Background: an optimization exercise with open tools, aiming at small area and a short achievable clock period. Do not read the settings as production practice. Function was checked by simulation only, so behaviour that the tests miss may differ from the original. Power is estimated from default activity; no workload was simulated.

==> design.v <==
module vga_driver
#(
    parameter FRAME_WIDTH = 1280,
    parameter FRAME_HEIGHT = 960,
    parameter H_FP = 80,  
    parameter H_PW = 136,  
    parameter H_MAX = 1712,  
    parameter V_FP = 1,  
    parameter V_PW = 3,  
    parameter V_MAX = 994,  
    parameter H_POL = 0,
    parameter V_POL = 0
) (
  input pxlClk,  
  input reset,
  input [11:0] rgb_input,
  output reg [13:0] hCntr,
  output reg [13:0] vCntr,
  output screanClk,  
  output [3:0] vgaRed,
  output [3:0] vgaBlue,
  output [3:0] vgaGreen,
  output reg Hsync,
  output reg Vsync,
  output busy
);
  wire hCntrEnd = hCntr == (H_MAX-1);
  always @(posedge pxlClk) begin
    if (reset == 1 || hCntrEnd) hCntr <= 0;
    else hCntr <= hCntr + 1;
  end
  wire vCntrEnd = vCntr == (V_MAX-1);
  always @(posedge pxlClk) begin
    if (reset == 1 || (hCntrEnd && vCntrEnd)) vCntr <= 0;
    else if (hCntrEnd) vCntr <= vCntr + 1;
  end
  always @(posedge pxlClk) begin
    if ((hCntr >= (H_FP + FRAME_WIDTH -1)) && (hCntr < (H_FP + FRAME_WIDTH + H_PW -1))) Hsync <= H_POL;
    else Hsync <= ~H_POL;
  end
  always @(posedge pxlClk) begin
    if ((vCntr >= (V_FP + FRAME_HEIGHT -1)) && (vCntr < (V_FP + FRAME_HEIGHT + V_PW -1))) Vsync <= V_POL;
    else Vsync <= ~V_POL;
  end
  assign screanClk = Vsync;
  wire active = hCntr < FRAME_WIDTH && vCntr < FRAME_HEIGHT;
  assign {vgaRed, vgaBlue, vgaGreen} = active ? rgb_input : 0;
  assign busy = hCntr <= FRAME_WIDTH & vCntr <= FRAME_HEIGHT; 
endmodule
module pong_drawer
#(
  parameter CURSOR_WIDTH = 20,
  parameter CURSOR_OFFSET = 20,
  parameter CURSOR_HEIGHT = 160,
  parameter BALL_SIDE = 30,
  parameter FRAME_WIDTH = 1280,
  parameter FRAME_HEIGHT = 960
) (
  input clk,
  input rst,
  input [15:0] cursor_left_py,
  input [15:0] cursor_right_py,
  input [15:0] ball_py,
  input [15:0] ball_px,
  output [3:0] vgaRed,
  output [3:0] vgaBlue,
  output [3:0] vgaGreen,
  output Hsync,
  output Vsync
);
wire [13:0] hCntr;
wire [13:0] vCntr;
wire [11:0] color = 12'hFFF;
wire [11:0] off_color = 12'h111;
wire draw_left_cursor_x = hCntr > CURSOR_OFFSET && hCntr < CURSOR_OFFSET + CURSOR_WIDTH;
wire draw_left_cursor_y = vCntr + CURSOR_HEIGHT/2 > cursor_left_py && vCntr < cursor_left_py + CURSOR_HEIGHT/2;
wire draw_left_cursor = draw_left_cursor_x && draw_left_cursor_y;
wire draw_right_cursor_x = hCntr > FRAME_WIDTH - (CURSOR_OFFSET + CURSOR_WIDTH) && hCntr < FRAME_WIDTH - (CURSOR_OFFSET);
wire draw_right_cursor_y = vCntr + CURSOR_HEIGHT/2 > cursor_right_py && vCntr < cursor_right_py + CURSOR_HEIGHT/2;
wire draw_right_cursor = draw_right_cursor_x && draw_right_cursor_y;
wire draw_ball_x = hCntr + BALL_SIDE/2 > ball_px && hCntr < ball_px + BALL_SIDE/2;
wire draw_ball_y = vCntr + BALL_SIDE/2 > ball_py && vCntr < ball_py + BALL_SIDE/2;
wire draw_ball = draw_ball_x && draw_ball_y;
wire drawer = draw_left_cursor || draw_right_cursor || draw_ball;
vga_driver driver
(
  .pxlClk(clk),
  .reset(rst),
  .rgb_input(drawer ? color : off_color),
  .vgaRed(vgaRed),
  .vgaBlue(vgaBlue),
  .vgaGreen(vgaGreen),
  .Hsync(Hsync),
  .Vsync(Vsync),
  .hCntr(hCntr),
  .vCntr(vCntr)
);
endmodule
==> run.sh <==
#!/bin/bash
# synth_recipe.tcl (not shown) runs the flow's synth.tcl, then flattens the netlist and writes it again
# the make line also repeats each setting of config.mk as NAME=value (left out here)
make -C /OpenROAD-flow-scripts/flow DESIGN_CONFIG=/design/flow/config.mk WORK_HOME=/design/flow/orfs CLKGATE_MAP_FILE= SYNTH_SCRIPT=/design/flow/synth_recipe.tcl finish
==> config.mk <==
export PLATFORM = sky130hd
export DESIGN_NAME = pong_drawer
export DESIGN_NICKNAME = pong_drawer
export VERILOG_FILES = /design/flow/design.v
export SDC_FILE = /design/flow/constraint.sdc
export NUM_CORES = 4
export LEC_CHECK = 0
export CAP_MARGIN = 20
export CORE_MARGIN = 2
export CORE_UTILIZATION = 40
export SLEW_MARGIN = 20
==> constraint.sdc <==
create_clock -name core_clock -period 6.0 [get_ports {clk}]
set_input_delay 1.2000 -clock core_clock [delete_from_list [all_inputs] [get_ports {clk}]]
set_output_delay 1.2000 -clock core_clock [all_outputs]
set_load 0.01 [all_outputs]
==> summary.md <==
| Metric | Value |
|---|---|
| Power share of the combinational group | 0.301 |
| Starting DRT DRC Count | 211 |
| Tmin final | 5.54 ns |
| Crit-path max FO | 9 |
| Io pins | 80 |
| CTS Sinks | 30 |
| Setup TNS | 0 ns |
| Die H | 121 um |
| TritonCTS clock tree | built |
| Die footprint | 14700 um^2 |
| Clock Skews | 0.00393 ns |
| Global-route wire length before repair | 24700 um |
| Worst hold path type | register to register |
| Final setup fails | 0 |
| Worst Setup Start Kind | input pin |
| FF+latch count, synth | 30 |
| Ys Warns | 1 |
| CP Data Arrival Time | 4.34 ns |
| Final period utilization | 0.923 |
| # rows | 42 |
| Actual slew at the worst max-slew pin | 0.614 ns |
| DR vias/cell | 5.40 |
| Antenna violations before repair | 0 |
| CTS Buf Count | 5 |
| Maximum clock frequency | 181 MHz |
| Core box area | 13300 um^2 |
| Post-CTS setup buffers | 0 |
| Most frequent cells in the layout | 121 x ha_1, 73 x inv_1, 71 x xnor2_1 |
| Skew-Pair Late Insertion Delay | 0.27 ns |
| Wire per inst | 15.3 um |
| Largest net degree at the start of global routing | 15 |
| Max cap viols | 0 |
| Sequential share of the synthesized area | 0.109 |
| Routed WL | 14900 um |
| RSZ-0062 raised after global routing | false |
| # nets final | 988 |
| Storage element area | 601 um^2 |
| Root Driver | clkbuf_16 |
| P_sw | 190 uW |
| Worst VDD drop | 0.108 mV |
| Kind of critical path | input pin to output pin |
| Final hold viol count | 0 |
| Via Count | 5278 |
| Pins over their slew limit | 0 |
| Mapped Nets | 915 |
| Clk pwr share | 0.386 |
| Vias in the first global route | 5326 |
| Sw Ratio | 0.290 |
| Multi-input logic area | 4500 um^2 |
| Pwr dens | 97.8 nW/um^2 |
| Number of synthesized flops with an enable pin | 0 |
| Antenna diodes | 0 |
| Main synth FF type | dfxtp_1 |
| Endpoint class of the critical path | output pin |
| I/O Buffers | 79 |
| Cell Area, Synth | 5500 um^2 |
| Share of cells above drive strength 1 | 0.0612 |
| Internal reg-to-reg setup slack | 3.77 ns |
| FILL cells | 1325 |
| PnR Total Power | 655 uW |
| GPL Wtd Cong | 0.902 |
| Final HPWL DP | 12800 um |
| Pleak | 3.20 nW |
| Seq pwr share | 0.313 |
| Synthesis-to-layout area growth | 21.7% |
| Starting Density | 0.412 |
| Ys async rst share | 0 |
| P_int | 465 uW |
| Die extent in x | 121 um |
| Overflow after GRT | 0 |
| DRC viols | 0 |
| CTS Buffer Depth | 2 |
| Htree depth | 2 |
| Status | no timing/DRC/antenna violations |
| Cell count after synthesis | 727 |
| Post-synth cell types | 65 |
| Relative slew slack | 0.591 |
| Routed Antenna Nets | 0 |
| CP required | 4.80 ns |
| Synthesized area per cell | 7.57 um^2 |
| Most common cell after layout, fill and taps aside | ha_1 |
| Tot GR Track Use | 0.205 |
| First-pass DRT Iterations | 5 |
| Clock transition at path regs | 0.05 ns |
synth_stat cells (2+ instances only):
library cell  instances  share of area
ha_1                122           0.28
inv_1                73          0.050
nor2_1               71          0.048
xnor2_1              71           0.11
nand2_1              51          0.035
a21oi_1              44          0.040
dfxtp_1              30           0.11
nand3_1              29          0.026
nand4_1              28          0.032
xor2_1               20          0.032
nor3_1               19          0.017
o21ai_0              17          0.015
buf_4                12          0.016
a21o_1               11          0.015
clkbuf_1             10         0.0068
a211oi_1              8          0.011
nor4_1                8         0.0091
or3_1                 7         0.0080
and3_1                6         0.0068
and4_1                6         0.0095
nand2b_1              5         0.0057
a2111oi_0             4         0.0064
buf_2                 4         0.0036
nand3b_1              4         0.0055
nor2b_1               4         0.0045
o21ai_1               4         0.0036
or4_1                 4         0.0055
a21boi_1              3         0.0041
a31oi_1               3         0.0034
nand4b_1              3         0.0048
nor3b_1               3         0.0041
o211ai_1              3         0.0041
o31ai_1               3         0.0041
buf_1                 2         0.0014
buf_6                 2         0.0041
inv_2                 2         0.0014
o2111ai_1             2         0.0032
o31a_1                2         0.0032
per-stage QoR:
stage          setup WS [ns]  cell area, um^2  cells   util  hold slack [ns]
2_1_floorplan          0.964             5500    727      -            0.479
3_3_place_gp          -0.310             6460    969  0.484            0.526
3_5_place_dp          -0.321             6460    969  0.484            0.544
4_1_cts              0.00801             6630    977  0.497            0.555
5_1_grt                0.321             6700    977  0.502            0.580
6_report               0.464             6700    977  0.502            0.541
power groups by stage:
stage / clock network (mW) / logic [mW] / registers, mW
floorplan: 0 / 0.108 / 0.207
global placement: 0 / 0.188 / 0.209
detailed placement: 0 / 0.194 / 0.209
CTS: 0.258 / 0.196 / 0.205
global route: 0.270 / 0.222 / 0.206
finish: 0.253 / 0.197 / 0.205
layer usage:
| metal | wire length [um] | track usage |
|---|---|---|
| met4 | 157 | 0.0395 |
| met1 | 6650 | 0.243 |
| met2 | 7730 | 0.394 |
| met5 | 0 | 0 |
| met3 | 406 | 0.0230 |
worst paths after layout:
path / start / endpoint / cells after the start
max reg2reg: driver.hCntr[0] / driver.vCntr[13] / 8
min reg2reg: driver.hCntr[0] / driver.hCntr[0] / 1
max: cursor_left_py[5] / vgaBlue[3] / 13
min: driver.hCntr[0] / driver.hCntr[0] / 1
critical path, stage by stage:
cell and delay [ns]:
clkdlybuf4s50_1 0.55, ha_2 0.25, nor2_1 0.07, or4_1 0.42, xnor2_1 0.14, ha_1 0.29
and4_1 0.17, o21ai_0 0.16, a2111oi_4 0.42, a2bb2oi_2 0.24, a21boi_1 0.09, buf_4 0.16
dlymetal6s2s_1 0.18
area by class of cell:
type / instances / share of cell area
multi-input cells: 591 / 0.671
well taps: 176 / 0.0329
flip-flops and latches: 30 / 0.0897
inverters: 75 / 0.0420
repair buffers: 97 / 0.142
clock inverters: 2 / 0.00187
clock buffers: 6 / 0.0207
state kept, by name, indices dropped and copies added, names as in the netlist:
signal        flops
driver.Hsync      1
driver.Vsync      1
driver.hCntr     14
driver.vCntr     14
timing repair:
item | in CTS | in global routing
pin swaps | 0 | 3
resized for setup | 5 | 18
hold buffers | 0 | 0
endpoints found under the setup margin | 9 | 9
cells by family (layout without fill, tap and decap cells):
kind of cell / count (synthesis) / count (layout) / share of synthesized area
flip-flops: 30 / 30 / 0.109
AO/OA/AOI/OAI: 117 / 117 / 0.134
XOR/XNOR: 91 / 91 / 0.145
adder cells (fa/ha/maj): 122 / 122 / 0.277
buffers and inverters: 106 / 180 / 0.0848
multiplexers: 2 / 2 / 0.00387
AND/OR/NAND/NOR: 259 / 259 / 0.246

==> afterwards: timing with drivers on the ports <==
The results above use ideal ports. As a check the final layout listed here was re-extracted and re-timed, cells and wires unchanged.
Step 1 assumes that a clkbuf_16 drives the clock port and a buf_2 every other input.
Step 2 also shifts input and output timing later by t, the mid clock arrival at the registers, as if the neighbouring blocks saw the same clock.
Slacks: ideal / step 1 / step 2; pairs: ideal / step 1.
shift t [ns]: 0.305
slack for setup (ns): 0.464 / 0.439 / 0.439
worst setup path at the end: input to output
latest minus earliest clock arrival (ns): 0.004 / 0.004
After both steps setup and hold are still met in this run. For this run, drivers alone change the setup slack by -0.025 ns; drivers and shift together by -0.025 ns.
